This design comes from an exercise in tuning for a short achievable clock period and few clock cycles on the open sky130 flow, not from production work. RTL that was checked went through simulation tests only; none was proved equivalent to the original. Power is estimated from default activity; no workload was simulated.

==> inputs of sierra <==
==> flow/design.v <==
module miniRV (
    input  wire        clk,
    input  wire        rst,
    input  wire [31:0] inst_i,
    input  wire [31:0] mem_rdata_i,
    output wire [13:0] inst_addr_o,
    output wire [15:0] mem_addr_o,
    output wire        mem_wen_o,
    output wire [31:0] mem_wdata_o,
    output wire        debug_wb_have_inst,
    output wire [31:0] debug_wb_pc,
    output wire        debug_wb_ena,
    output wire [4:0]  debug_wb_reg,
    output wire [31:0] debug_wb_value
);
reg  [13:0] pc_q;                  
reg  [15:0] btb_v;
reg  [9:0]  btb_tag [0:15];
reg  [13:0] btb_tgt [0:15];
reg         bu_en;
reg         bu_set;
reg  [13:0] bu_pc;
reg  [13:0] bu_tgt;
reg         e_valid;
reg  [31:0] e_a;                   
reg  [31:0] e_b;
reg  [4:0]  e_sh;                  
reg  [31:0] e_r1;                  
reg  [31:0] e_r2;                  
reg  [15:0] e_ji;                  
reg  [13:0] e_pc;
reg  [13:0] e_pc1;
reg         e_jalr;
reg         e_pred;
reg  [13:0] e_ptgt;
reg         e_c_eq, e_c_ne, e_c_lt, e_c_ge, e_c_ltu, e_c_geu, e_c_al;    
reg         e_uns;
reg         e_ld, e_st, e_wr;
reg  [4:0]  e_rd;
reg         e_r2_ld;               
reg         e_s_rr, e_s_m1, e_s_m2, e_s_mm;    
reg         e_sub;
reg         e_s_add, e_s_slt, e_s_xor, e_s_or, e_s_and, e_s_sll, e_s_sr;
reg         e_sra;
reg         m_valid;
reg  [31:0] m_res;
reg  [31:0] m_wdata;
reg         m_wen;
reg         m_ld;
reg         m_wr;
reg  [4:0]  m_rd;
reg  [13:0] m_pc;
reg         w_valid;
reg  [13:0] w_pc;
reg         w_ena;
reg  [4:0]  w_rd;
reg  [31:0] w_val;
reg  [31:0] rf [1:31];
reg  [3:0]  pcx_n;                 
wire [3:0]  f_idx  = ~pcx_n;
wire        f_hit  = btb_v[f_idx] && (btb_tag[f_idx] == pc_q[13:4]);
wire [13:0] f_ptgt = btb_tgt[f_idx];
wire        stall;
wire        cond;
wire        mis_t, mis_n;
reg         mis_q;                 
reg  [13:0] rd_q;                  
wire [13:0] nomis;
wire [13:0] pc_d = mis_q ? rd_q : nomis;
always @(posedge clk or posedge rst) begin
    if (rst) begin
        pc_q  <= 14'd0;
        pcx_n <= 4'hf;
    end else begin
        pc_q  <= pc_d;
        pcx_n <= ~pc_d[3:0];
    end
end
assign inst_addr_o = pc_q;
always @(posedge clk or posedge rst) begin
    if (rst)
        btb_v <= 16'd0;
    else if (bu_en)
        btb_v[bu_pc[3:0]] <= bu_set;
end
always @(posedge clk) begin
    if (bu_en && bu_set) begin
        btb_tag[bu_pc[3:0]] <= bu_pc[13:4];
        btb_tgt[bu_pc[3:0]] <= bu_tgt;
    end
end
wire e_mis = cond ? mis_t : mis_n;
wire ev    = e_valid && !mis_q;    
always @(posedge clk or posedge rst) begin
    if (rst)
        mis_q <= 1'b0;
    else
        mis_q <= e_mis;
end
always @(posedge clk) begin
    rd_q <= cond ? (e_jalr ? jtgt[15:2] : e_t) : e_pc1;
end
wire        d_valid = 1'b1;
wire [31:0] d_inst  = inst_i;
wire [13:0] d_pc    = pc_q;
wire        d_pred  = f_hit;
wire [13:0] d_ptgt  = f_ptgt;
wire [4:0]  opc = d_inst[6:2];
wire [4:0]  rd  = d_inst[11:7];
wire [2:0]  f3  = d_inst[14:12];
wire [4:0]  rs1 = d_inst[19:15];
wire [4:0]  rs2 = d_inst[24:20];
wire i_lui   = (opc == 5'b01101);
wire i_auipc = (opc == 5'b00101);
wire i_jal   = (opc == 5'b11011);
wire i_jalr  = (opc == 5'b11001);
wire i_br    = (opc == 5'b11000);
wire i_ld    = (opc == 5'b00000);
wire i_st    = (opc == 5'b01000);
wire i_opi   = (opc == 5'b00100);
wire i_op    = (opc == 5'b01100);
wire i_alu   = i_op | i_opi;
wire use1 = i_op | i_opi | i_ld | i_st | i_br | i_jalr;
wire use2 = i_op | i_st | i_br;
wire wr   = (i_op | i_opi | i_ld | i_lui | i_auipc | i_jal | i_jalr) && (rd != 5'd0);
wire [31:0] imm_i = {{20{d_inst[31]}}, d_inst[31:20]};
wire [31:0] imm_s = {{20{d_inst[31]}}, d_inst[31:25], d_inst[11:7]};
wire [31:0] imm_b = {{20{d_inst[31]}}, d_inst[7], d_inst[30:25], d_inst[11:8], 1'b0};
wire [31:0] imm_u = {d_inst[31:12], 12'd0};
wire [31:0] imm_j = {{12{d_inst[31]}}, d_inst[19:12], d_inst[20], d_inst[30:21], 1'b0};
wire [31:0] imm = i_st ? imm_s :
                  (i_lui | i_auipc) ? imm_u :
                  imm_i;
wire [15:0] pc_b   = {d_pc, 2'b00};
wire [31:0] rf1 = (rs1 == 5'd0) ? 32'd0 : rf[rs1];
wire [31:0] rf2 = (rs2 == 5'd0) ? 32'd0 : rf[rs2];
wire [31:0] e_res;
wire [31:0] m_val = m_ld ? mem_rdata_i : m_res;
wire m_fwd1 = m_valid && m_wr && (m_rd == rs1);
wire m_fwd2 = m_valid && m_wr && (m_rd == rs2);
wire x_fwd1 = e_valid && e_wr && (e_rd == rs1);
wire x_fwd2 = e_valid && e_wr && (e_rd == rs2);
wire [31:0] r1_old = m_fwd1 ? m_val : rf1;
wire [31:0] r2_old = m_fwd2 ? m_val : rf2;
wire        a_pc    = i_auipc | i_jal | i_jalr;
wire        a_x     = x_fwd1 && !(a_pc | i_lui);
wire [31:0] a_old   = a_pc ? {16'd0, pc_b} : i_lui ? 32'd0 : r1_old;
wire        b_reg   = i_op;
wire        b_x     = x_fwd2 && b_reg;
wire [31:0] b_old   = b_reg ? r2_old : (i_jal | i_jalr) ? 32'd4 : imm;
wire [31:0] a_next  = a_x    ? e_res : a_old;
wire [31:0] b_next  = b_x    ? e_res : b_old;
wire [31:0] r1_next = x_fwd1 ? e_res : r1_old;
wire [31:0] r2_next = x_fwd2 ? e_res : r2_old;
wire        i_sh    = i_alu && (f3[1:0] == 2'b01);
wire [4:0]  sh_next = !i_sh ? 5'd0 : !i_op ? imm_i[4:0] : x_fwd2 ? e_res[4:0] : r2_old[4:0];
wire   ld1 = e_valid && e_ld && e_wr && (rs1 == e_rd);
wire   ld2 = e_valid && e_ld && e_wr && (rs2 == e_rd);
assign stall = d_valid && ((use1 && !i_br && ld1) || (use2 && !i_st && !i_br && ld2));
wire id_go    = d_valid && !stall && !mis_q;
always @(posedge clk or posedge rst) begin
    if (rst)
        e_valid <= 1'b0;
    else
        e_valid <= id_go;
end
always @(posedge clk) begin
    e_a     <= a_next;
    e_b     <= b_next;
    e_sh    <= sh_next;
    e_r1    <= r1_next;
    e_r2    <= r2_next;
    e_ji    <= i_jal ? imm_j[15:0] : i_br ? imm_b[15:0] : imm_i[15:0];
    e_pc    <= d_pc;
    e_pc1   <= d_pc + 14'd1;
    e_jalr  <= i_jalr;
    e_pred  <= d_pred;
    e_ptgt  <= d_ptgt;
    e_c_eq  <= i_br && (f3 == 3'b000);
    e_c_ne  <= i_br && (f3 == 3'b001);
    e_c_lt  <= i_br && (f3 == 3'b100);
    e_c_ge  <= i_br && (f3 == 3'b101);
    e_c_ltu <= i_br && (f3 == 3'b110);
    e_c_geu <= i_br && (f3 == 3'b111);
    e_c_al  <= i_jal || i_jalr;
    e_s_rr  <= !(i_br && (ld1 || ld2));
    e_s_m1  <= i_br && ld1 && !ld2;
    e_s_m2  <= i_br && !ld1 && ld2;
    e_s_mm  <= i_br && ld1 && ld2;
    e_uns   <= f3[0];
    e_ld    <= i_ld;
    e_st    <= i_st;
    e_wr    <= wr;
    e_rd    <= rd;
    e_r2_ld <= (i_br || i_st) && ld2;
    e_sub   <= (i_op && d_inst[30] && (f3 == 3'b000)) || (i_alu && (f3[2:1] == 2'b01));
    e_s_add <= !i_alu || (f3 == 3'b000);
    e_s_slt <= i_alu && (f3[2:1] == 2'b01);
    e_s_xor <= i_alu && (f3 == 3'b100);
    e_s_or  <= i_alu && (f3 == 3'b110);
    e_s_and <= i_alu && (f3 == 3'b111);
    e_s_sll <= i_alu && (f3 == 3'b001);
    e_s_sr  <= i_alu && (f3 == 3'b101);
    e_sra   <= d_inst[30];
end
function [15:0] add16;
    input [15:0] x;
    input [15:0] y;
    reg   [15:0] g, p, p0;
    integer l, i;
    begin
        g  = x & y;
        p0 = x ^ y;
        p  = p0;
        for (l = 1; l < 16; l = l * 2)
            for (i = 15; i >= l; i = i - 1) begin
                g[i] = g[i] | (p[i] & g[i - l]);
                p[i] = p[i] & p[i - l];
            end
        add16 = p0 ^ {g[14:0], 1'b0};
    end
endfunction
wire [31:0] bx = e_b ^ {32{e_sub}};
wire [31:0] g0 = e_a & bx;
wire [31:0] p0 = e_a ^ bx;
reg  [31:0] kg, kp;
integer     lv, bi;
always @(*) begin
    kg = {g0[31:1], g0[0] | (p0[0] & e_sub)};
    kp = p0;
    for (lv = 1; lv < 32; lv = lv * 2) begin
        for (bi = 31; bi >= lv; bi = bi - 1) begin
            kg[bi] = kg[bi] | (kp[bi] & kg[bi - lv]);
            kp[bi] = kp[bi] & kp[bi - lv];
        end
    end
end
wire [32:0] cy  = {kg, e_sub};           
wire [31:0] sum = p0 ^ cy[31:0];
wire        a_ltu = !cy[32];
wire        a_lt  = e_uns ? a_ltu : (a_ltu ^ e_a[31] ^ e_b[31]);
wire [31:0] sll = e_a << e_sh;
wire [32:0] srx_w = $signed({e_sra & e_a[31], e_a}) >>> e_sh;
wire [31:0] srx = srx_w[31:0];
assign e_res = ({32{e_s_add}} & sum)
             | ({32{e_s_slt}} & {31'd0, a_lt})
             | ({32{e_s_xor}} & (e_a ^ e_b))
             | ({32{e_s_or }} & (e_a | e_b))
             | ({32{e_s_and}} & (e_a & e_b))
             | ({32{e_s_sll}} & sll)
             | ({32{e_s_sr }} & srx);
function [2:0] cmp;
    input [31:0] a;
    input [31:0] b;
    reg   [31:0] e, l;
    reg          s;
    integer k, i;
    begin
        e = {1'b1, ~(a[30:0] ^ b[30:0])};
        l = {1'b0, ~a[30:0] & b[30:0]};
        for (k = 1; k < 32; k = k * 2)
            for (i = 0; i + 2 * k <= 32; i = i + 2 * k) begin
                l[i + 2 * k - 1] = l[i + 2 * k - 1] | (e[i + 2 * k - 1] & l[i + k - 1]);
                e[i + 2 * k - 1] = e[i + 2 * k - 1] & e[i + k - 1];
            end
        s = ~(a[31] ^ b[31]);
        cmp = {e[31] & s,
               (~a[31] & b[31]) | (s & l[31]),
               (a[31] & ~b[31]) | (s & l[31])};
    end
endfunction
wire [2:0]  c_rr = cmp(e_r1, e_r2);
wire [2:0]  c_m1 = cmp(mem_rdata_i, e_r2);
wire [2:0]  c_m2 = cmp(e_r1, mem_rdata_i);
wire [5:0]  c_sel = {e_c_eq, e_c_ne, e_c_ltu, e_c_geu, e_c_lt, e_c_ge};
function brc;
    input [5:0] sel;
    input [2:0] c;
    begin
        brc = (sel[5] & c[2]) | (sel[4] & ~c[2]) |
              (sel[3] & c[1]) | (sel[2] & ~c[1]) |
              (sel[1] & c[0]) | (sel[0] & ~c[0]);
    end
endfunction
assign cond = e_c_al | (e_s_rr & brc(c_sel, c_rr)) | (e_s_m1 & brc(c_sel, c_m1)) |
              (e_s_m2 & brc(c_sel, c_m2)) | (e_s_mm & (e_c_eq | e_c_ge | e_c_geu));
wire [31:0] cb  = e_r2_ld ? mem_rdata_i : e_r2;
wire [15:0] jtgt   = add16(e_r1[15:0], e_ji);
wire [15:0] btgt   = add16({e_pc, 2'b00}, e_ji);
wire [13:0] e_t    = btgt[15:2];
wire        jmis   = (jtgt[15:2] != e_ptgt);
assign nomis = stall ? pc_q : f_hit ? f_ptgt : pc_q + 14'd1;
wire        tmis   = e_jalr ? jmis : (e_t != e_ptgt);
assign mis_t = ev && (!e_pred || tmis);
assign mis_n = ev && e_pred;
always @(posedge clk or posedge rst) begin
    if (rst) begin
        bu_en <= 1'b0;
    end else begin
        bu_en <= ev && (cond || e_pred);
    end
end
always @(posedge clk) begin
    bu_set <= cond;
    bu_pc  <= e_pc;
    bu_tgt <= e_jalr ? jtgt[15:2] : e_t;
end
always @(posedge clk or posedge rst) begin
    if (rst) begin
        m_valid <= 1'b0;
        m_wen   <= 1'b0;
    end else begin
        m_valid <= ev;
        m_wen   <= ev && e_st;
    end
end
always @(posedge clk) begin
    m_res   <= e_res;
    m_wdata <= cb;
    m_ld    <= e_ld;
    m_wr    <= e_wr;
    m_rd    <= e_rd;
    m_pc    <= e_pc;
end
assign mem_addr_o  = m_res[15:0];
assign mem_wen_o   = m_wen;
assign mem_wdata_o = m_wdata;
always @(posedge clk) begin
    if (m_valid && m_wr)
        rf[m_rd] <= m_val;
end
always @(posedge clk or posedge rst) begin
    if (rst)
        w_valid <= 1'b0;
    else
        w_valid <= m_valid;
end
always @(posedge clk) begin
    w_pc  <= m_pc;
    w_ena <= m_wr;
    w_rd  <= m_rd;
    w_val <= m_val;
end
assign debug_wb_have_inst = w_valid;
assign debug_wb_pc        = {16'd0, w_pc, 2'b00};
assign debug_wb_ena       = w_ena;
assign debug_wb_reg       = w_rd;
assign debug_wb_value     = w_val;
endmodule
==> flow/flow/run.sh <==
#!/bin/bash
set -euo pipefail
MARGIN=${MARGIN:-6.5}
bash standard.sh SETUP_SLACK_MARGIN=$MARGIN finish > standard.log 2>&1
==> flow/standard.sh <==
#!/bin/bash
# synth_recipe.tcl (not shown) runs the flow's synth.tcl, then flattens the netlist and writes it again
# the make line also repeats each setting of config.mk as NAME=value (left out here)
make -C /OpenROAD-flow-scripts/flow DESIGN_CONFIG=/design/flow/config.mk WORK_HOME=/design/flow/orfs CLKGATE_MAP_FILE= SYNTH_SCRIPT=/design/flow/synth_recipe.tcl "${@:-finish}"
==> flow/config.mk <==
export PLATFORM = sky130hd
export DESIGN_NAME = miniRV
export DESIGN_NICKNAME = miniRV
export VERILOG_FILES = /design/flow/design.v
export SDC_FILE = /design/flow/constraint.sdc
export NUM_CORES = 4
export LEC_CHECK = 0
export CAP_MARGIN = 20
export CORE_MARGIN = 2
export CORE_UTILIZATION = 40
export SETUP_SLACK_MARGIN = 5
export SLEW_MARGIN = 20
==> flow/constraint.sdc <==
create_clock -name core_clock -period 9.5 [get_ports {clk}]
set_input_delay 1.9000 -clock core_clock [delete_from_list [all_inputs] [get_ports {clk}]]
set_output_delay 1.9000 -clock core_clock [all_outputs]
set_load 0.01 [all_outputs]
==> willow (differences from sierra) <==
--- a/flow/design.v
+++ b/flow/design.v
@@ -34,10 +34,9 @@
 reg         e_pred;
 reg  [13:0] e_ptgt;
-reg         e_c_eq, e_c_ne, e_c_lt, e_c_ge, e_c_ltu, e_c_geu, e_c_al;    
+reg         e_c_eq, e_c_ltu, e_c_lts, e_c_inv;    
 reg         e_uns;
 reg         e_ld, e_st, e_wr;
 reg  [4:0]  e_rd;
-reg         e_r2_ld;               
-reg         e_s_rr, e_s_m1, e_s_m2, e_s_mm;    
+reg         e_r1_ld, e_r2_ld;      
 reg         e_sub;
 reg         e_s_add, e_s_slt, e_s_xor, e_s_or, e_s_and, e_s_sll, e_s_sr;
@@ -57,23 +56,17 @@
 reg  [31:0] w_val;
 reg  [31:0] rf [1:31];
-reg  [3:0]  pcx_n;                 
-wire [3:0]  f_idx  = ~pcx_n;
+wire [3:0]  f_idx  = pc_q[3:0];
 wire        f_hit  = btb_v[f_idx] && (btb_tag[f_idx] == pc_q[13:4]);
 wire [13:0] f_ptgt = btb_tgt[f_idx];
 wire        stall;
 wire        cond;
+wire [13:0] pc_t;                  
+wire [13:0] pc_n;                  
 wire        mis_t, mis_n;
-reg         mis_q;                 
-reg  [13:0] rd_q;                  
-wire [13:0] nomis;
-wire [13:0] pc_d = mis_q ? rd_q : nomis;
 always @(posedge clk or posedge rst) begin
-    if (rst) begin
-        pc_q  <= 14'd0;
-        pcx_n <= 4'hf;
-    end else begin
-        pc_q  <= pc_d;
-        pcx_n <= ~pc_d[3:0];
-    end
+    if (rst)
+        pc_q <= 14'd0;
+    else
+        pc_q <= cond ? pc_t : pc_n;
 end
 assign inst_addr_o = pc_q;
@@ -91,14 +84,4 @@
 end
 wire e_mis = cond ? mis_t : mis_n;
-wire ev    = e_valid && !mis_q;    
-always @(posedge clk or posedge rst) begin
-    if (rst)
-        mis_q <= 1'b0;
-    else
-        mis_q <= e_mis;
-end
-always @(posedge clk) begin
-    rd_q <= cond ? (e_jalr ? jtgt[15:2] : e_t) : e_pc1;
-end
 wire        d_valid = 1'b1;
 wire [31:0] d_inst  = inst_i;
@@ -158,5 +141,5 @@
 wire   ld2 = e_valid && e_ld && e_wr && (rs2 == e_rd);
 assign stall = d_valid && ((use1 && !i_br && ld1) || (use2 && !i_st && !i_br && ld2));
-wire id_go    = d_valid && !stall && !mis_q;
+wire id_go    = d_valid && !stall && !e_mis;
 always @(posedge clk or posedge rst) begin
     if (rst)
@@ -177,15 +160,8 @@
     e_pred  <= d_pred;
     e_ptgt  <= d_ptgt;
-    e_c_eq  <= i_br && (f3 == 3'b000);
-    e_c_ne  <= i_br && (f3 == 3'b001);
-    e_c_lt  <= i_br && (f3 == 3'b100);
-    e_c_ge  <= i_br && (f3 == 3'b101);
-    e_c_ltu <= i_br && (f3 == 3'b110);
-    e_c_geu <= i_br && (f3 == 3'b111);
-    e_c_al  <= i_jal || i_jalr;
-    e_s_rr  <= !(i_br && (ld1 || ld2));
-    e_s_m1  <= i_br && ld1 && !ld2;
-    e_s_m2  <= i_br && !ld1 && ld2;
-    e_s_mm  <= i_br && ld1 && ld2;
+    e_c_eq  <= i_br && !f3[2];
+    e_c_ltu <= i_br && f3[2] && f3[1];
+    e_c_lts <= i_br && f3[2] && !f3[1];
+    e_c_inv <= (i_br && f3[0]) || i_jal || i_jalr;
     e_uns   <= f3[0];
     e_ld    <= i_ld;
@@ -193,4 +169,5 @@
     e_wr    <= wr;
     e_rd    <= rd;
+    e_r1_ld <= i_br && ld1;
     e_r2_ld <= (i_br || i_st) && ld2;
     e_sub   <= (i_op && d_inst[30] && (f3 == 3'b000)) || (i_alu && (f3[2:1] == 2'b01));
@@ -250,53 +227,39 @@
              | ({32{e_s_sll}} & sll)
              | ({32{e_s_sr }} & srx);
-function [2:0] cmp;
-    input [31:0] a;
-    input [31:0] b;
-    reg   [31:0] e, l;
-    reg          s;
-    integer k, i;
-    begin
-        e = {1'b1, ~(a[30:0] ^ b[30:0])};
-        l = {1'b0, ~a[30:0] & b[30:0]};
-        for (k = 1; k < 32; k = k * 2)
-            for (i = 0; i + 2 * k <= 32; i = i + 2 * k) begin
-                l[i + 2 * k - 1] = l[i + 2 * k - 1] | (e[i + 2 * k - 1] & l[i + k - 1]);
-                e[i + 2 * k - 1] = e[i + 2 * k - 1] & e[i + k - 1];
-            end
-        s = ~(a[31] ^ b[31]);
-        cmp = {e[31] & s,
-               (~a[31] & b[31]) | (s & l[31]),
-               (a[31] & ~b[31]) | (s & l[31])};
-    end
-endfunction
-wire [2:0]  c_rr = cmp(e_r1, e_r2);
-wire [2:0]  c_m1 = cmp(mem_rdata_i, e_r2);
-wire [2:0]  c_m2 = cmp(e_r1, mem_rdata_i);
-wire [5:0]  c_sel = {e_c_eq, e_c_ne, e_c_ltu, e_c_geu, e_c_lt, e_c_ge};
-function brc;
-    input [5:0] sel;
-    input [2:0] c;
-    begin
-        brc = (sel[5] & c[2]) | (sel[4] & ~c[2]) |
-              (sel[3] & c[1]) | (sel[2] & ~c[1]) |
-              (sel[1] & c[0]) | (sel[0] & ~c[0]);
-    end
-endfunction
-assign cond = e_c_al | (e_s_rr & brc(c_sel, c_rr)) | (e_s_m1 & brc(c_sel, c_m1)) |
-              (e_s_m2 & brc(c_sel, c_m2)) | (e_s_mm & (e_c_eq | e_c_ge | e_c_geu));
+wire [31:0] ca  = e_r1_ld ? mem_rdata_i : e_r1;
 wire [31:0] cb  = e_r2_ld ? mem_rdata_i : e_r2;
+wire        ceq = (ca == cb);
+wire [31:0] cg0 = ca & ~cb;
+wire [31:0] cp0 = ~(ca ^ cb);
+reg  [31:0] tg, tp;
+integer     cl, cb_;
+always @(*) begin
+    tg = {cg0[31:1], cg0[0] | cp0[0]};
+    tp = cp0;
+    for (cl = 1; cl < 32; cl = cl * 2) begin
+        for (cb_ = 0; cb_ < 32; cb_ = cb_ + 2 * cl) begin
+            tg[cb_ + 2 * cl - 1] = tg[cb_ + 2 * cl - 1] | (tp[cb_ + 2 * cl - 1] & tg[cb_ + cl - 1]);
+            tp[cb_ + 2 * cl - 1] = tp[cb_ + 2 * cl - 1] & tp[cb_ + cl - 1];
+        end
+    end
+end
+wire        cltu = !tg[31];
+wire        clts = cltu ^ ca[31] ^ cb[31];
+assign cond = e_c_inv ^ ((e_c_eq & ceq) | (e_c_ltu & cltu) | (e_c_lts & clts));
 wire [15:0] jtgt   = add16(e_r1[15:0], e_ji);
 wire [15:0] btgt   = add16({e_pc, 2'b00}, e_ji);
 wire [13:0] e_t    = btgt[15:2];
 wire        jmis   = (jtgt[15:2] != e_ptgt);
-assign nomis = stall ? pc_q : f_hit ? f_ptgt : pc_q + 14'd1;
+wire [13:0] nomis  = stall ? pc_q : f_hit ? f_ptgt : pc_q + 14'd1;
 wire        tmis   = e_jalr ? jmis : (e_t != e_ptgt);
-assign mis_t = ev && (!e_pred || tmis);
-assign mis_n = ev && e_pred;
+assign mis_t = e_valid && (!e_pred || tmis);
+assign mis_n = e_valid && e_pred;
+assign pc_t  = !mis_t ? nomis : e_jalr ? jtgt[15:2] : e_t;
+assign pc_n  = !mis_n ? nomis : e_pc1;
 always @(posedge clk or posedge rst) begin
     if (rst) begin
         bu_en <= 1'b0;
     end else begin
-        bu_en <= ev && (cond || e_pred);
+        bu_en <= e_valid && (cond || e_pred);
     end
 end
@@ -311,6 +274,6 @@
         m_wen   <= 1'b0;
     end else begin
-        m_valid <= ev;
-        m_wen   <= ev && e_st;
+        m_valid <= e_valid;
+        m_wen   <= e_valid && e_st;
     end
 end
==> flow/run.sh (new file) <==
#!/bin/bash
# synth_recipe.tcl (not shown) runs the flow's synth.tcl, then flattens the netlist and writes it again
# the make line also repeats each setting of config.mk as NAME=value (left out here)
make -C /OpenROAD-flow-scripts/flow DESIGN_CONFIG=/design/flow/config.mk WORK_HOME=/design/flow/orfs CLKGATE_MAP_FILE= SYNTH_SCRIPT=/design/flow/synth_recipe.tcl finish
removed: flow/flow/run.sh
removed: flow/standard.sh
==> nickel (differences from sierra) <==
--- a/flow/design.v
+++ b/flow/design.v
@@ -39,5 +39,4 @@
 reg  [4:0]  e_rd;
 reg         e_r2_ld;               
-reg         e_s_rr, e_s_m1, e_s_m2, e_s_mm;    
 reg         e_sub;
 reg         e_s_add, e_s_slt, e_s_xor, e_s_or, e_s_and, e_s_sll, e_s_sr;
@@ -63,9 +62,8 @@
 wire        stall;
 wire        cond;
+wire [13:0] pc_t;                  
+wire [13:0] pc_n;                  
 wire        mis_t, mis_n;
-reg         mis_q;                 
-reg  [13:0] rd_q;                  
-wire [13:0] nomis;
-wire [13:0] pc_d = mis_q ? rd_q : nomis;
+wire [13:0] pc_d = cond ? pc_t : pc_n;
 always @(posedge clk or posedge rst) begin
     if (rst) begin
@@ -91,14 +89,4 @@
 end
 wire e_mis = cond ? mis_t : mis_n;
-wire ev    = e_valid && !mis_q;    
-always @(posedge clk or posedge rst) begin
-    if (rst)
-        mis_q <= 1'b0;
-    else
-        mis_q <= e_mis;
-end
-always @(posedge clk) begin
-    rd_q <= cond ? (e_jalr ? jtgt[15:2] : e_t) : e_pc1;
-end
 wire        d_valid = 1'b1;
 wire [31:0] d_inst  = inst_i;
@@ -157,6 +145,6 @@
 wire   ld1 = e_valid && e_ld && e_wr && (rs1 == e_rd);
 wire   ld2 = e_valid && e_ld && e_wr && (rs2 == e_rd);
-assign stall = d_valid && ((use1 && !i_br && ld1) || (use2 && !i_st && !i_br && ld2));
-wire id_go    = d_valid && !stall && !mis_q;
+assign stall = d_valid && ((use1 && ld1) || (use2 && !i_st && ld2));
+wire id_go    = d_valid && !stall && !e_mis;
 always @(posedge clk or posedge rst) begin
     if (rst)
@@ -184,8 +172,4 @@
     e_c_geu <= i_br && (f3 == 3'b111);
     e_c_al  <= i_jal || i_jalr;
-    e_s_rr  <= !(i_br && (ld1 || ld2));
-    e_s_m1  <= i_br && ld1 && !ld2;
-    e_s_m2  <= i_br && !ld1 && ld2;
-    e_s_mm  <= i_br && ld1 && ld2;
     e_uns   <= f3[0];
     e_ld    <= i_ld;
@@ -193,5 +177,5 @@
     e_wr    <= wr;
     e_rd    <= rd;
-    e_r2_ld <= (i_br || i_st) && ld2;
+    e_r2_ld <= i_st && ld2;
     e_sub   <= (i_op && d_inst[30] && (f3 == 3'b000)) || (i_alu && (f3[2:1] == 2'b01));
     e_s_add <= !i_alu || (f3 == 3'b000);
@@ -271,6 +255,4 @@
 endfunction
 wire [2:0]  c_rr = cmp(e_r1, e_r2);
-wire [2:0]  c_m1 = cmp(mem_rdata_i, e_r2);
-wire [2:0]  c_m2 = cmp(e_r1, mem_rdata_i);
 wire [5:0]  c_sel = {e_c_eq, e_c_ne, e_c_ltu, e_c_geu, e_c_lt, e_c_ge};
 function brc;
@@ -283,6 +265,5 @@
     end
 endfunction
-assign cond = e_c_al | (e_s_rr & brc(c_sel, c_rr)) | (e_s_m1 & brc(c_sel, c_m1)) |
-              (e_s_m2 & brc(c_sel, c_m2)) | (e_s_mm & (e_c_eq | e_c_ge | e_c_geu));
+assign cond = e_c_al | brc(c_sel, c_rr);
 wire [31:0] cb  = e_r2_ld ? mem_rdata_i : e_r2;
 wire [15:0] jtgt   = add16(e_r1[15:0], e_ji);
@@ -290,13 +271,15 @@
 wire [13:0] e_t    = btgt[15:2];
 wire        jmis   = (jtgt[15:2] != e_ptgt);
-assign nomis = stall ? pc_q : f_hit ? f_ptgt : pc_q + 14'd1;
+wire [13:0] nomis  = stall ? pc_q : f_hit ? f_ptgt : pc_q + 14'd1;
 wire        tmis   = e_jalr ? jmis : (e_t != e_ptgt);
-assign mis_t = ev && (!e_pred || tmis);
-assign mis_n = ev && e_pred;
+assign mis_t = e_valid && (!e_pred || tmis);
+assign mis_n = e_valid && e_pred;
+assign pc_t  = !mis_t ? nomis : e_jalr ? jtgt[15:2] : e_t;
+assign pc_n  = !mis_n ? nomis : e_pc1;
 always @(posedge clk or posedge rst) begin
     if (rst) begin
         bu_en <= 1'b0;
     end else begin
-        bu_en <= ev && (cond || e_pred);
+        bu_en <= e_valid && (cond || e_pred);
     end
 end
@@ -311,6 +294,6 @@
         m_wen   <= 1'b0;
     end else begin
-        m_valid <= ev;
-        m_wen   <= ev && e_st;
+        m_valid <= e_valid;
+        m_wen   <= e_valid && e_st;
     end
 end
==> qor summary <==
quantity                                                                       willow                   sierra                   nickel
Result of the run                                             complete, no violations  complete, no violations  complete, no violations
Maximum number of pins on one net before global-route repair                      129                       75                       67
Comb pwr                                                                      5300 uW                  6830 uW                  7290 uW
Share of the core filled with cells in the final layout                         0.462                    0.508                    0.514
Layout cell share with drive strength beyond 1                                  0.246                    0.395                    0.409
Clock sink total                                                                 1779                     1804                     1785
Postcts setup bufs                                                                 13                      247                      276
Final worst-path setup slack                                                  5.02 ns                  5.40 ns                  5.63 ns
Reported sequential group power                                              10500 uW                 10800 uW                 10600 uW
Fraction of the cycle the final worst path needs                                0.472                    0.432                    0.408
Flip-flop and latch count after synthesis                                        1779                     1804                     1785
Clock network contribution to total cell area                                  0.0662                   0.0584                   0.0593
Critical path's largest stage delay                                           0.48 ns                  0.36 ns                  0.44 ns
Synth-to-layout area growth                                                     14.7%                    26.3%                    27.6%
Simple-Gate Fraction of Synth Area                                             0.0425                   0.0458                   0.0454
Non-clk invs                                                                      202                      245                      215
Count of standard-cell rows                                                       168                      170                      168
Die Span X                                                                     463 um                   468 um                   464 um
Netlist area before placement                                             84400 sq um              86100 sq um              84500 sq um
Met1 global-route usage                                                         0.346                    0.363                    0.369
Register area share after synthesis                                             0.587                    0.582                    0.588
Gp weighted congestion                                                          0.927                    0.936                    0.935
Startpoint-to-endpoint class of the critical path                           in -> reg                in -> reg               reg -> reg
Initial Util                                                                    0.403                    0.402                    0.403
Share of cell area taken by multi-input logic gates                             0.343                    0.346                    0.337
Testbench counts of willow, summed over its fixed seeds: cycles 76,343.
Testbench counts of nickel, summed over its fixed seeds: cycles 79,816.
Function not checked in sierra: the RTL went through the layout flow alone.

## port drivers added, routing unchanged
Ports are ideal in the flow. The routed layouts listed here were re-timed in OpenROAD.
Step 1, drivers: a clkbuf_16 drives clk and a buf_2 each remaining input, both assumed.
Step 2 adds t to the input delays and takes it off the output delays; t is the mean of the earliest and latest rising clock arrival at the registers after step 1. Input paths then give back, and output paths get back, about the clock's delay inside the block.
Slacks: ideal ports / drivers / drivers and shift; pairs: ideal ports / drivers.
run	t, ns	setup WS [ns]	clock arrival spread, ns	worst slew at a driven data input, ns
sierra	0.918	5.396 / 5.344 / 4.426	0.098 / 0.098	0.57
willow	0.915	5.016 / 5.022 / 4.106	0.103 / 0.103	0.21
nickel	0.921	5.629 / 5.334 / 4.413	0.090 / 0.089	0.59
After both steps setup and hold are still met in every run listed. The setup slack of nickel, which loses most, moves by -0.295 ns with the drivers and by -1.216 ns with both steps.
